Context: an optimization exercise on an open-source flow, tuned for small area, a short achievable clock period and few clock cycles per item. The choices shown serve that exercise and are no tape-out recipe.
Function was checked by simulation only, so behaviour that the tests miss may differ from the original.
Power figures rest on the tool's default switching activity, not on a simulated workload.

v6:
==> flow/design.v (excerpt) <==
module decrypt_rc4 #(
    parameter K_BYTES_LEN =  3,
    parameter M_BYTES_LEN = 16
) (
    input wire logic                                        clk,         
    input wire logic                                        reset,       
    input wire logic                                        enable,      
    input wire logic    [(K_BYTES_LEN * 8) - 1:0]           key,         
    input wire logic    [(M_BYTES_LEN * 8) - 1:0]           bytes_in,    
    output logic        [(M_BYTES_LEN * 8) - 1:0]           bytes_out,   
    output logic                                            done         
);
For scale: about 9300 cells after synthesis, ~2300 flip-flops, ~280 I/O pins, ~0.094 sq mm of cells after synthesis.
export LEC_CHECK = 0
export CAP_MARGIN = 20
export CORE_MARGIN = 2
export CORE_UTILIZATION = 40
export PLACE_DENSITY = 0.55
export SETUP_SLACK_MARGIN = 3
export SLEW_MARGIN = 20
export SYNTH_HIERARCHICAL = 1
export SYNTH_MEMORY_MAX_BITS = 4096
export SYNTH_MINIMUM_KEEP_SIZE = 0
export TNS_END_PERCENT = 10
create_clock -name core_clock -period 8.0 [get_ports {clk}]
run.sh (not shown) runs the stock make flow with config.mk's settings and CLKGATE_MAP_FILE= SYNTH_SCRIPT=/design/flow/synth_recipe.tcl, a recipe that flattens the netlist after the stock synthesis.
v6 reached the end of the flow, and the finished layout is clean on the timing, DRC and antenna checks.
Testbench counts of v6, summed over its fixed seeds: cycles 18,680, items 64.
Setup changes, v6 to v7
- SETUP_SLACK_MARGIN changed from 3 to 4
Notes after the runs:
- v7 against v6; number of antenna violations at the first check in global routing is down by more than 10%.
- Any difference in area of the die between v7 and v6 is small enough to ignore.
- Comparing v7 and v6, post-CTS setup repair buffer count is higher on v7.
- Final net count: v7 vs v6, no meaningful difference
- v7 ends up with a non-clock buffer count that is 9 higher than in v6.
- v7: area added between synthesis and finish higher than v6
- v7 and v6 ended up with nearly the same wire length of the first global-routing pass.


Setup of v21:
The RTL this note starts from:
==> flow/design.v <==
`default_nettype none
module decrypt_rc4 #(
    parameter K_BYTES_LEN =  3,
    parameter M_BYTES_LEN = 16
) (
    input wire logic                                        clk,         
    input wire logic                                        reset,       
    input wire logic                                        enable,      
    input wire logic    [(K_BYTES_LEN * 8) - 1:0]           key,         
    input wire logic    [(M_BYTES_LEN * 8) - 1:0]           bytes_in,    
    output logic        [(M_BYTES_LEN * 8) - 1:0]           bytes_out,   
    output logic                                            done         
);
    logic st_idle, st_ksa, st_f, st_a, st_r, st_w, st_done;
    logic [7:0]  si;         
    logic [7:0]  sp;         
    logic [7:0]  a;          
    logic [7:0]  kk;         
    logic [1:0]  kq;         
    logic        we2;        
    logic [7:0]  n;          
    logic [15:0] w;          
    logic [15:0] dlo, dlo2, wlo;
    logic [31:0] dhi, whi;
    logic [7:0]  dm;         
    logic [7:0]  xr;         
    logic [7:0]  xh;         
    logic [7:0]  qv;         
    logic        eq_i, eq_j; 
    logic [7:0]   R [0:255];
    logic [7:0]   x;         
    logic [7:0]   wr;        
    logic         init, we;
    assign init = st_idle | st_done;
    assign we   = (st_ksa & we2) | st_f | st_a;
    function automatic logic [47:0] sumdec(input logic [7:0] u, input logic [7:0] v);
        logic [7:0]  h, g;
        logic [3:0]  e [0:7];    
        logic [15:0] lo;
        logic [31:0] hi;
        h = u ^ v;
        g = u & v;
        for (int b = 0; b < 8; b++)
            for (int c = 0; c < 4; c++) begin
                if (b == 0)
                    e[b][c] = (h[0] == c[1]);
                else
                    e[b][c] = ((h[b] ^ c[1]) == (g[b-1] | (h[b-1] & ~c[0])));
            end
        for (int k = 0; k < 16; k++)
            lo[k] = e[0][{k[0], 1'b0}] & e[1][{k[1], k[0]}] &
                    e[2][{k[2], k[1]}] & e[3][{k[3], k[2]}];
        for (int k = 0; k < 32; k++)
            hi[k] = e[4][{k[1], k[0]}] & e[5][{k[2], k[1]}] &
                    e[6][{k[3], k[2]}] & e[7][{k[4], k[3]}];
        sumdec = {hi, lo};
    endfunction
    logic [7:0] xg [0:31];
    always_comb begin
        for (int gi = 0; gi < 32; gi++) begin
            xg[gi] = 8'd0;
            for (int l = 0; l < 8; l++)
                xg[gi] = xg[gi] | ({8{(gi < 16) ? dlo[(gi * 8 + l) % 16] : dlo2[(gi * 8 + l) % 16]}} &
                                   R[(gi * 8 + l + 1) % 256]);
        end
        x = 8'd0;
        for (int gi = 0; gi < 32; gi++)
            x = x | ({8{dhi[gi]}} & xg[gi]);
    end
    always_comb begin
        wr = 8'd0;
        for (int k = 0; k < 16; k++)
            wr = wr | ({8{w[k]}} & R[(240 + k + 2) % 256]);
    end
    function automatic logic [7:0] mask(input integer p);
        logic [7:0] pm;
        pm = p - 1;
        mask = ~pm;
    endfunction
    logic [7:0] Q [0:255];       
    genvar p;
    generate
        for (p = 0; p < 256; p++) begin : g_ent
            localparam logic [7:0] M  = mask(p);
            localparam logic [7:0] MN = mask((p + 1) % 256);
            logic       t1, t2;
            logic [7:0] a, m, q;
            assign t1 = ~(wlo[p % 16] & whi[p / 8]);
            assign t2 = (wlo[p % 16] & whi[p / 8]) | init;
            assign a  = Q[(p + 1) % 256];
            for (genvar b = 0; b < 8; b++) begin : g_bit
                if (M[b] != MN[b]) begin : g_inv
                    rc4_oi u_c (.t1(t1), .t2(t2), .b(~(sp[b] ^ M[b])), .a(a[b]), .y(m[b]));
                end else begin : g_non
                    rc4_o u_c (.t1(t1), .t2(t2), .b(sp[b] ^ M[b]), .a(a[b]), .y(m[b]));
                end
            end
            if (p >= 240) begin : g_win
                assign q = (we && w[(p - 240) % 16]) ? (x ^ M) : m;
            end else begin : g_nowin
                assign q = m;
            end
            always_ff @(posedge clk)
                Q[p] <= q;
            assign R[p] = Q[p] ^ M;
        end
    endgenerate
    logic [7:0] knext;
    always_comb begin
        case (kq)
            2'd0:    knext = key[7:0];
            2'd1:    knext = key[15:8];
            default: knext = key[23:16];
        endcase
    end
    logic       fwd_new, fwd_old;
    logic [7:0] si_next;
    assign fwd_new = st_ksa & ((si ^ a) == 8'hff);    
    assign fwd_old = wlo[0] & whi[0];            
    assign si_next = fwd_new ? si : (fwd_old ? sp : R[1]);
    logic [7:0] tv;          
    assign tv = xh + qv;
    logic [7:0] du, dv;
    always_comb begin
        if (st_ksa) begin
            du = a;
            dv = si;
        end else if (st_f) begin
            du = fwd_old ? sp : R[1];    
            dv = 8'hfe;
        end else if (st_a) begin
            du = xh;
            dv = qv;
        end else if (st_r && n == 8'd16) begin
            du = xr;
            dv = qv;
        end else begin
            du = a;
            dv = wr;
        end
    end
    logic we_next;
    assign we_next = ~reset & (st_ksa | st_f | (st_r & n < 8'd16));
    always_ff @(posedge clk) begin
        xr <= x;
        xh <= xr;
    end
    always_ff @(posedge clk) begin
        logic [47:0] dd;
        dd = sumdec(du, dv);
        dlo  <= dd[15:0];
        dlo2 <= dd[15:0];
        dhi  <= dd[47:16];
        wlo  <= dd[15:0] & {16{we_next}};
        whi  <= dd[47:16];
    end
    always_ff @(posedge clk) begin
        if (init) begin
            si  <= 8'd0;
            a   <= key[7:0] - 8'd2;
            kk  <= key[15:8];
            kq  <= 2'd2;
            we2 <= 1'b0;
            n   <= 8'd0;
            w   <= 16'h4000;
        end else if (st_ksa) begin
            si  <= si_next;
            sp  <= si;
            a   <= a + si + kk - 8'd1;
            kk  <= knext;
            kq  <= (kq == 2'd2) ? 2'd0 : kq + 2'd1;
            we2 <= 1'b1;
            n   <= n + 8'd1;
        end else if (st_f) begin
            si  <= si_next;
            sp  <= si_next;
            dm  <= si_next - 8'd2;
            w   <= 16'h8000;
            n   <= 8'd1;
        end else if (st_a) begin
            eq_i <= (tv == ~n);
            eq_j <= (tv == dm - 8'd1);
            qv  <= sp + ~{n[6:0] + 7'd1, 1'b0} + {7'd0, n == 8'd16};
            a   <= dm - 8'd2;
            w   <= w >> 1;
        end else if (st_r) begin
            si  <= wr;
            sp  <= wr;
            if (n == 8'd16) begin
                eq_i <= 1'b0;
                eq_j <= 1'b0;
            end
            dm  <= a + wr;
            n   <= n + 8'd1;
        end
    end
    logic [7:0] ks;
    logic [3:0] ob;
    assign ks = eq_i ? sp : (eq_j ? xr : x);
    assign ob = 4'd1 - n[3:0];
    logic [7:0] ks_r;
    logic [3:0] ob_r;
    logic       ow_r;
    always_ff @(posedge clk) begin
        ks_r <= ks;
        ob_r <= ob;
        ow_r <= st_r && n != 8'd1;
    end
    generate
        for (p = 0; p < 16; p++) begin : g_out
            always_ff @(posedge clk)
                if (ow_r && ob_r == p)
                    bytes_out[p*8 +: 8] <= bytes_in[p*8 +: 8] ^ ks_r;
        end
    endgenerate
    always_ff @(posedge clk) begin
        done <= 1'b0;
        if (reset) begin
            st_idle <= 1'b1;
            st_ksa  <= 1'b0;
            st_f    <= 1'b0;
            st_a    <= 1'b0;
            st_r    <= 1'b0;
            st_w    <= 1'b0;
            st_done <= 1'b0;
        end else begin
            if (st_idle && enable) begin
                st_idle <= 1'b0;
                st_ksa  <= 1'b1;
            end
            if (st_ksa && n == 8'd255) begin
                st_ksa <= 1'b0;
                st_f   <= 1'b1;
            end
            if (st_f) begin
                st_f <= 1'b0;
                st_a <= 1'b1;
            end
            if (st_a) begin
                st_a <= 1'b0;
                st_r <= 1'b1;
            end
            if (st_r) begin
                if (n == 8'd17) begin
                    st_r <= 1'b0;
                    st_w <= 1'b1;
                end else if (n != 8'd16) begin
                    st_r <= 1'b0;
                    st_a <= 1'b1;
                end
            end
            if (st_w) begin
                st_w    <= 1'b0;
                st_done <= 1'b1;
                done    <= 1'b1;
            end
            if (st_done && !enable) begin
                st_done <= 1'b0;
                st_idle <= 1'b1;
            end
        end
    end
endmodule
module rc4_oi (input wire logic t1, t2, b, a, output logic y);
    assign y = ~((t1 | b) & (t2 | a));
endmodule
module rc4_o (input wire logic t1, t2, b, a, output logic y);
    assign y = (t1 | b) & (t2 | a);
endmodule
clock: 8.0 ns
lec_check: 0
cap_margin: 20
core_margin: 2
core_utilization: 40
cts_buf_list: sky130_fd_sc_hd__clkbuf_8 sky130_fd_sc_hd__clkbuf_16
cts_cluster_diameter: 80
cts_cluster_size: 30
place_density: 0.55
setup_slack_margin: 5
slew_margin: 20
synth_hierarchical: 1
synth_memory_max_bits: 4096
synth_minimum_keep_size: 0
tns_end_percent: 5
Testbench counts of v21, summed over its fixed seeds: cycles 18,744, items 64.
The following lists how v24 was set up differently from v21:
# v21
export LEC_CHECK = 0
export CAP_MARGIN = 20
export CORE_MARGIN = 2
export CORE_UTILIZATION = 40
export CTS_BUF_LIST = sky130_fd_sc_hd__clkbuf_8 sky130_fd_sc_hd__clkbuf_16
export CTS_CLUSTER_DIAMETER = 80
export CTS_CLUSTER_SIZE = 30
export PLACE_DENSITY = 0.55
export SETUP_SLACK_MARGIN = 5
export SLEW_MARGIN = 20
export SYNTH_HIERARCHICAL = 1
export SYNTH_MEMORY_MAX_BITS = 4096
export SYNTH_MINIMUM_KEEP_SIZE = 0
export TNS_END_PERCENT = 5
create_clock -name core_clock -period 8.0 [get_ports {clk}]
# v24
export LEC_CHECK = 0
export CAP_MARGIN = 20
export CORE_MARGIN = 2
export CORE_UTILIZATION = 40
export CTS_BUF_LIST = sky130_fd_sc_hd__clkbuf_8 sky130_fd_sc_hd__clkbuf_16
export CTS_CLUSTER_DIAMETER = 80
export CTS_CLUSTER_SIZE = 30
export PLACE_DENSITY = 0.55
export SETUP_SLACK_MARGIN = 4.5
export SLEW_MARGIN = 20
export SYNTH_HIERARCHICAL = 1
export SYNTH_MEMORY_MAX_BITS = 4096
export SYNTH_MINIMUM_KEEP_SIZE = 0
export TNS_END_PERCENT = 10
create_clock -name core_clock -period 8.0 [get_ports {clk}]
Results
- v24 against v21: design area lost about 0.6%; worst slack at placement saw a decrease.
- Compared with v21, number of buffers inserted by post-CTS setup repair in v24 decreased by more than a quarter.
- Sort v21 and v24 by share of power burned in combinational logic asc -> top: v24
- For the final clock period utilization by the worst path, v24 came in 0.59 points higher than v21 did.
- v24 vs v21: slew at the pin with the worst max-slew slack down
- v24 ended up with dlo[7]$_DFF_P_ as its first element of the critical path; v21 ended up with dlo[4]$_DFF_P_.
- The worst-case setup margin in the final layout number comes out higher for v21 vs v24.
- Static leakage power, v21 and v24, lower one = v24.

==> afterwards: timing with drivers on the ports <==
Ports are ideal in the flow. The routed layouts listed here were re-timed in OpenROAD. Step 1 sets driving cells, clkbuf_16 on the clock port and buf_2 on the other inputs (assumed; they add their load-dependent delay and slew). Step 2 moves the port delays by t, midway between the first and last clock arrival at a register: inputs arrive t later, outputs are due t later. That takes back most of the time a late clock gives input paths. a / b / c = ideal / step 1 / step 2; a / b = the first two.
run	shift t [ns]	setup slack, ns	worst setup path after step 2	slew at the worst register clock pin (ns)	cell pins on the clock port's net
v6	1.013	2.842 / 2.842 / 2.842	register to register	0.07 / 0.07	1
v7	1.027	3.658 / 3.658 / 3.658	register to register	0.07 / 0.07	1
v21	0.953	4.193 / 4.193 / 4.193	register to register	0.12 / 0.12	1
v24	0.964	4.146 / 4.146 / 4.146	register to register	0.12 / 0.12	1
After both steps every run listed still meets setup and hold.
